From an optimization exercise on the open Yosys and OpenROAD flow, aimed at small area; shortcuts taken in it are not production practice. Only simulation tests tie the RTL to the original design; equivalence was not proved. Power is estimated from default activity; no workload was simulated.

<file path="design/flow/config.mk">
export PLATFORM = sky130hd
export DESIGN_NAME = top_module
export DESIGN_NICKNAME = top_module
export VERILOG_FILES = /design/flow/design.v
export SDC_FILE = /design/flow/constraint.sdc
export NUM_CORES = 4
export LEC_CHECK = 0
export ABC_AREA = 1
export CAP_MARGIN = 20
export CORE_MARGIN = 2
export CORE_UTILIZATION = 40
export SLEW_MARGIN = 20
</file>
<file path="design/flow/constraint.sdc">
create_clock -name core_clock -period 20.0 [get_ports {MAX10_CLK1_50}]
set_input_delay 4.0000 -clock core_clock [delete_from_list [all_inputs] [get_ports {MAX10_CLK1_50}]]
set_output_delay 4.0000 -clock core_clock [all_outputs]
set_load 0.01 [all_outputs]
</file>
<file path="design/flow/design.v">
module hexdecoder(hexin, hexout);
    input [4:0] hexin;  
    output reg [6:0] hexout;
    always @(*) begin
        case(hexin)
            5'b00000 : hexout = 7'b1000000;  
            5'b00001 : hexout = 7'b1111001;  
            5'b00010 : hexout = 7'b0100100;  
            5'b00011 : hexout = 7'b0110000;  
            5'b00100 : hexout = 7'b0011001;  
            5'b00101 : hexout = 7'b0010010;  
            5'b00110 : hexout = 7'b0000010;  
            5'b00111 : hexout = 7'b1111000;  
            5'b01000 : hexout = 7'b0000000;  
            5'b01001 : hexout = 7'b0011000;  
            5'b01010 : hexout = 7'b0001000;  
            5'b01011 : hexout = 7'b0000011;  
            5'b01100 : hexout = 7'b1000110;  
            5'b01101 : hexout = 7'b0100001;  
            5'b01110 : hexout = 7'b0000110;  
            5'b01111 : hexout = 7'b0001110;  
            5'b10000 : hexout = 7'b0001100;  
            5'b10001 : hexout = 7'b0001001;  
            5'b10010 : hexout = 7'b1100011;  
            5'b10011 : hexout = 7'b1000111;  
            5'b10100 : hexout = 7'b0101011;  
            5'b10110 : hexout = 7'b0001111;  
            5'b10111 : hexout = 7'b0100011;  
            5'b11000 : hexout = 7'b0000111;  
            default  : hexout = 7'b1111111;  
        endcase
    end
endmodule
module top_module(SW, HEX0, HEX1, HEX2, HEX3, HEX4, HEX5, KEY, MAX10_CLK1_50, reset, SumTotal, ps, Finalmult);
    input [9:0] SW;
    output [6:0] HEX0, HEX1, HEX2, HEX3, HEX4, HEX5;
    input [1:0] KEY;
    input MAX10_CLK1_50;
    input reset;
    output [7:0] Finalmult;
    output [3:0] SumTotal, ps;
    reg [2:0] psopSeln;
    reg operationSel;
    reg key0q, key1q;
    assign ps = {operationSel, psopSeln};
    wire key0f = key0q & ~KEY[0];
    wire key1f = key1q & ~KEY[1];
    always @(posedge MAX10_CLK1_50) begin
        if (reset) begin
            key0q <= 1'b1;
            key1q <= 1'b1;
            psopSeln <= 3'b000;
            operationSel <= 1'b0;
        end else begin
            key0q <= KEY[0];
            key1q <= KEY[1];
            if (key0f) psopSeln <= (psopSeln >= 3'd6) ? 3'd0 : psopSeln + 3'd1;
            if (key1f) operationSel <= ~operationSel;
        end
    end
    wire [3:0] X = SW[3:0];
    wire [3:0] Y = SW[7:4];
    wire sel = operationSel;
    wire [2:0] op = psopSeln;
    wire act = sel & ~op[2];
    wire m_s = act & ~op[1];
    wire m_p = act & op[1];
    wire fac = sel & (op == 3'd4);
    wire [4:0] s = X + Y + (SW[8] & op[0]);
    wire [4:0] sg = m_s ? s : 5'd0;
    wire [3:0] Yg = m_p ? Y : 4'd0;
    wire [7:0] P = X * Yg;
    assign SumTotal = sg[3:0];
    assign Finalmult = P;
    wire [7:0] R = P | {3'b000, sg};
    wire [3:0] Rl = R % 10;
    wire [4:0] Rh = R / 10;
    wire [3:0] Xl = X % 10;
    wire Xh = X >= 10;
    wire [3:0] Yl = Y % 10;
    wire Yh = Y >= 10;
    reg [4:0] F0, F1, F2, F3;
    always @(*) begin
        case (X)
            4'd1: begin F0 = 1; F1 = 0; F2 = 0; F3 = 0; end
            4'd2: begin F0 = 2; F1 = 0; F2 = 0; F3 = 0; end
            4'd3: begin F0 = 6; F1 = 0; F2 = 0; F3 = 0; end
            4'd4: begin F0 = 4; F1 = 2; F2 = 0; F3 = 0; end
            4'd5: begin F0 = 0; F1 = 2; F2 = 1; F3 = 0; end
            4'd6: begin F0 = 0; F1 = 2; F2 = 7; F3 = 0; end
            4'd7: begin F0 = 0; F1 = 4; F2 = 0; F3 = 0; end
            4'd8: begin F0 = 0; F1 = 2; F2 = 3; F3 = 4; end
            4'd9: begin F0 = 0; F1 = 8; F2 = 8; F3 = 8; end
            default: begin F0 = 0; F1 = 0; F2 = 0; F3 = 0; end
        endcase
    end
    reg [4:0] c0, c1, c2, c3, c4, c5;
    always @(*) begin
        c0 = 5'd31; c1 = 5'd31; c2 = 5'd31; c3 = 5'd31; c4 = 5'd31; c5 = 5'd31;
        if (!sel) begin
            case (op)
                3'd0: begin c0 = 11; c1 = 18; c2 = 5; end
                3'd1: begin c0 = 13; c1 = 13; c2 = 10; end
                3'd2: begin c0 = 18; c1 = 1;  c2 = 13; end
                3'd3: begin c0 = 19; c1 = 18; c2 = 20; c3 = 20; end
                3'd4: begin c0 = 12; c1 = 10; c2 = 15; end
                default: ;
            endcase
        end else if (!op[2]) begin
            c0 = op[0] ? {1'b0, Rl} : {1'b0, Xl};
            c1 = op[0] ? Rh : {4'b0, Xh};
            c2 = {1'b0, Yl};
            c3 = {4'b0, Yh};
            c4 = op[0] ? {1'b0, Xl} : {1'b0, Rl};
            c5 = op[0] ? {4'b0, Xh} : Rh;
        end else if (op[1:0] == 2'd0) begin
            c0 = F0; c1 = F1; c2 = F2; c3 = F3;
        end
    end
    hexdecoder d0 (.hexin(c0), .hexout(HEX0));
    hexdecoder d1 (.hexin(c1), .hexout(HEX1));
    hexdecoder d2 (.hexin(c2), .hexout(HEX2));
    hexdecoder d3 (.hexin(c3), .hexout(HEX3));
    hexdecoder d4 (.hexin(c4), .hexout(HEX4));
    hexdecoder d5 (.hexin(c5), .hexout(HEX5));
endmodule
</file>
<file path="design/flow/flow/run.sh">
#!/bin/bash
# Own layout flow: the standard ORFS flow with
#  - the standard synthesis, but ABC run with an area-only script (flow/area.abc) and without
#    Yosys's full/half-adder extraction,
#  - port buffers of the smallest buffer cell (buf_1) instead of the default.
set -euo pipefail
W=$(pwd)
sed -e "/synth_preamble.tcl/a set abc_args [lreplace \$abc_args 1 1 $W/flow/area.abc]" \
    "$FLOW_HOME/scripts/synth.tcl" > "$W/flow_synth.tcl"
sed -e "s|\$::env(SCRIPTS_DIR)/synth.tcl|$W/flow_synth.tcl|" synth_recipe.tcl > "$W/flow_synth_recipe.tcl"
bash standard.sh SYNTH_SCRIPT="$W/flow_synth_recipe.tcl" ADDER_MAP_FILE= \
    BUFFER_PORTS_ARGS="-buffer_cell sky130_fd_sc_hd__buf_1" finish > "$W/flow_make.log" 2>&1
</file>
<file path="design/flow/flow/area.abc">
strash
&get -n
&deepsyn -T 60
&put
dch -f
amap
</file>
<file path="design/flow/standard.sh">
#!/bin/bash
# synth_recipe.tcl (not shown) runs the flow's synth.tcl, then flattens the netlist and writes it again
# the make line also repeats each setting of config.mk as NAME=value (left out here)
make -C /OpenROAD-flow-scripts/flow DESIGN_CONFIG=/design/flow/config.mk WORK_HOME=/design/flow/orfs CLKGATE_MAP_FILE= SYNTH_SCRIPT=/design/flow/synth_recipe.tcl "${@:-finish}"
</file>
==> metrics.cfg <==
[run_status]
outcome = timing/DRC/antenna clean

[flow_run]
maxCapViolCount = 0

[sta]
clock.fmax_mhz = 61.5
tightest_slew_ps = 867
setup_viol_count_final = 0
fin_tns_setup_ps = 0
grt_setup_unrepaired = no
worst_slack_ps = 3730
min_period_ps = 16270
hold_violations = 0
slew_viol_final = 0
min_period_over_period_pct = 81.3
skew_ps = 5.94
max_slew_margin_pct = 42.2

[cts]
cts_root_buffer = clkbuf_8
clockBufferDepth = 2
cts_hold_buffers = 0
clkSlewWorstSetupHoldPaths_ps = 40
cts_resized = 0
cts_buffers = 3
clk_latency_ps = 230
cts_sinks = 6
cts.htree.levels = 1
post_cts_buffers = 0
cts_tree = yes

[synth]
synth-edff-count = 0
syn_inst = 396
syn-num-nets = 410
ys_seq_elements = 6
synth_ff_type = dfxtp_1
ys_types = 34
synthArstFlopShare_pct = 0
seq_area_frac_synth_pct = 5.94
syn_area_mm2 = 0.00202
yosys_warnings = 2
avgSynthCellArea_um2 = 5.11

[floorplan]
die_area_mm2 = 0.00564
ios = 72
die_y_um = 75.1
num_rows = 25
start_util_pct = 42.3
die_x_um = 75.1
coreArea_mm2 = 0.00479

[power_and_ir_drop]
powerDensity_mw_per_mm2 = 50.8
irDropWorstVdd_mv = 0.0338
power.leakage_nw = 0.822

[routing]
ant_nets = 0
drt_iter0_drc = 217
viasPerCell = 5.67
postRouteWirelength_um = 7060
drc = 0
num_vias = 3027
first_pass_iters = 5
wl_per_cell_um = 13.2

[final_layout]
synthToLayoutAreaGrowth_pct = 18.6
final_common_cell = nor2_1
layout.nets = 483
drive_gt1_share_pct = 0.642
layout_common_cells = nor2_1, buf_1, clkinv_1
num_antenna_cells = 0

[worst_setup_path]
max_stage_delay_ps = 630
rr_endpoint = psopSeln[2]$_SDFFE_PP0P_
cp_slowest_cell = o32ai_1
reg2reg_slack_ps = 18180
start_kind = input port
cp.required_ps = 16000
critPathMaxFanout = 8
worst-setup-path-type = in -> out
crit_path_frequent_cell = nor2_1
setup.worst_path.end_class = output port
rr_worst_depth = 4
regToRegStartpoint = psopSeln[0]$_SDFFE_PP0P_
worstPathArrival_ps = 12270

[placement]
port_buffers = 70
gp_congestion = 0.987
dpl.hpwl_um = 5800
dp_slack_ps = 3970

[grt]
first_global_vias = 2616
grt_pass1_wl_um = 11600
grt_max_degree = 17
antenna_found_initial = 0
track_usage_pct = 25.5
overflow = 0

[hold_path]
min_path_type = reg -> reg
hold_end = operationSel$_SDFFE_PP0P_
whs_path_depth = 2
holdCritStartpoint = key1q$_SDFF_PP1_

==> kinds of logic after synthesis <==
| logic type | share of synthesized area [%] |
|---|---|
| DFF | 5.94 |
| and+or+nand+nor | 38.3 |
| buffers and inverters | 12.2 |
| AOI/OAI and AO/OA | 43.5 |
==> how the worst max path moves through the flow <==
| stage | start | endpoint | slack [ps] | depth (start not counted) |
|---|---|---|---|---|
| 3_5_place_dp | SW[2] | HEX1[6] | 3970 | 38 |
| 4_1_cts | SW[1] | HEX1[6] | 3900 | 38 |
| 2_1_floorplan | SW[1] | HEX1[6] | 5600 | 36 |
| 3_3_place_gp | SW[2] | HEX1[6] | 4050 | 38 |
| 6_report | SW[2] | HEX1[6] | 3730 | 38 |
| 5_1_grt | SW[2] | HEX1[6] | 2670 | 38 |
==> critical path, delay by kind of cell <==
kind,cells,cell delay [ps]
AO/OA/AOI/OAI,13,3430
buffers and inverters,9,1780
AND/OR/NAND/NOR,16,3040
==> through the flow <==
| step | power, mW | hold slack (ps) | util, % | area (µm²) | cells |
|---|---|---|---|---|---|
| floorplan | 0.0773 | 552 | - | 2020 | 396 |
| global placement | 0.102 | 563 | 49.3 | 2360 | 531 |
| detailed placement | 0.102 | 598 | 49.3 | 2360 | 531 |
| CTS | 0.121 | 602 | 50.1 | 2400 | 534 |
| global route | 0.135 | 630 | 50.1 | 2400 | 534 |
| finish | 0.122 | 601 | 50.1 | 2400 | 534 |
==> report_power, final <==
part | internal (mW) | switching (mW) | total, mW | leakage (nW)
registers | 0.0128 | 0.00194 | 0.0147 | 0.0496
logic | 0.0288 | 0.0599 | 0.0887 | 0.751
clock network | 0.0130 | 0.00547 | 0.0184 | 0.0216
==> layout make-up <==
| class | count | area (µm²) |
|---|---|---|
| tap | 67 | 83.8 |
| multi-input combinational | 325 | 1660 |
| fill | 558 | 2390 |
| clock buffer | 3 | 41.3 |
| timing repair buffer | 70 | 263 |
| inverter | 63 | 236 |
| sequential | 6 | 120 |
==> registers in the layout, indices dropped and copies added, names as in the netlist <==
| register | count |
|---|---|
| key0q | 1 |
| psopSeln | 3 |
| operationSel | 1 |
| key1q | 1 |
==> metal layers <==
| layer | up-vias | global-route usage (%) | routed length, µm |
|---|---|---|---|
| met5 | - | 0 | 0 |
| met1 | 1322 | 36.1 | 3290 |
| met2 | 148 | 42.9 | 3160 |
| li1 | 1551 | - | - |
| met4 | 0 | 4.17 | 34 |
| met3 | 6 | 1.87 | 584 |
==> synthesized netlist by cell type (2+ instances only) <==
master	n	share of area, %
nand2b_1	2	0.62
a21oi_1	21	5.2
nand2_1	40	7.4
nor4_1	2	0.62
or3_1	4	1.2
a21o_1	2	0.74
o21a_1	10	3.7
clkinv_1	63	12
a22oi_1	6	2.2
nor2b_1	3	0.93
a211oi_1	10	3.7
nor2_1	111	21
o21ai_0	36	8.9
o221ai_1	6	2.6
o31ai_1	3	1.1
a221oi_1	4	1.7
o22ai_1	18	5.6
a31oi_1	7	2.2
o21bai_1	2	0.74
and2_0	2	0.62
dfxtp_1	6	5.9
o32ai_1	4	1.7
or2_0	5	1.5
nor3_1	14	3.5
nand3_1	4	0.99
o211ai_1	3	1.1

port drivers added, routing unchanged:
Ports are ideal in the flow. The routed layout listed here was re-timed in OpenROAD.
Step 1 sets driving cells, clkbuf_16 on the clock port and buf_2 on the other inputs (assumed; they add their load-dependent delay and slew).
Step 2 moves the port delays by t, midway between the first and last clock arrival at a register: inputs arrive t later, outputs are due t later. That takes back most of the time a late clock gives input paths.
Three values: ideal ports, drivers, drivers and shift; two values: the first two.
t, ns: 0.241
setup WS [ns]: 3.732 / 3.709 / 3.709
pins driven straight from the clock port: 1
After both steps setup and hold are still met in this run. For this run, drivers alone change the setup slack by -0.023 ns; drivers and shift together by -0.023 ns.
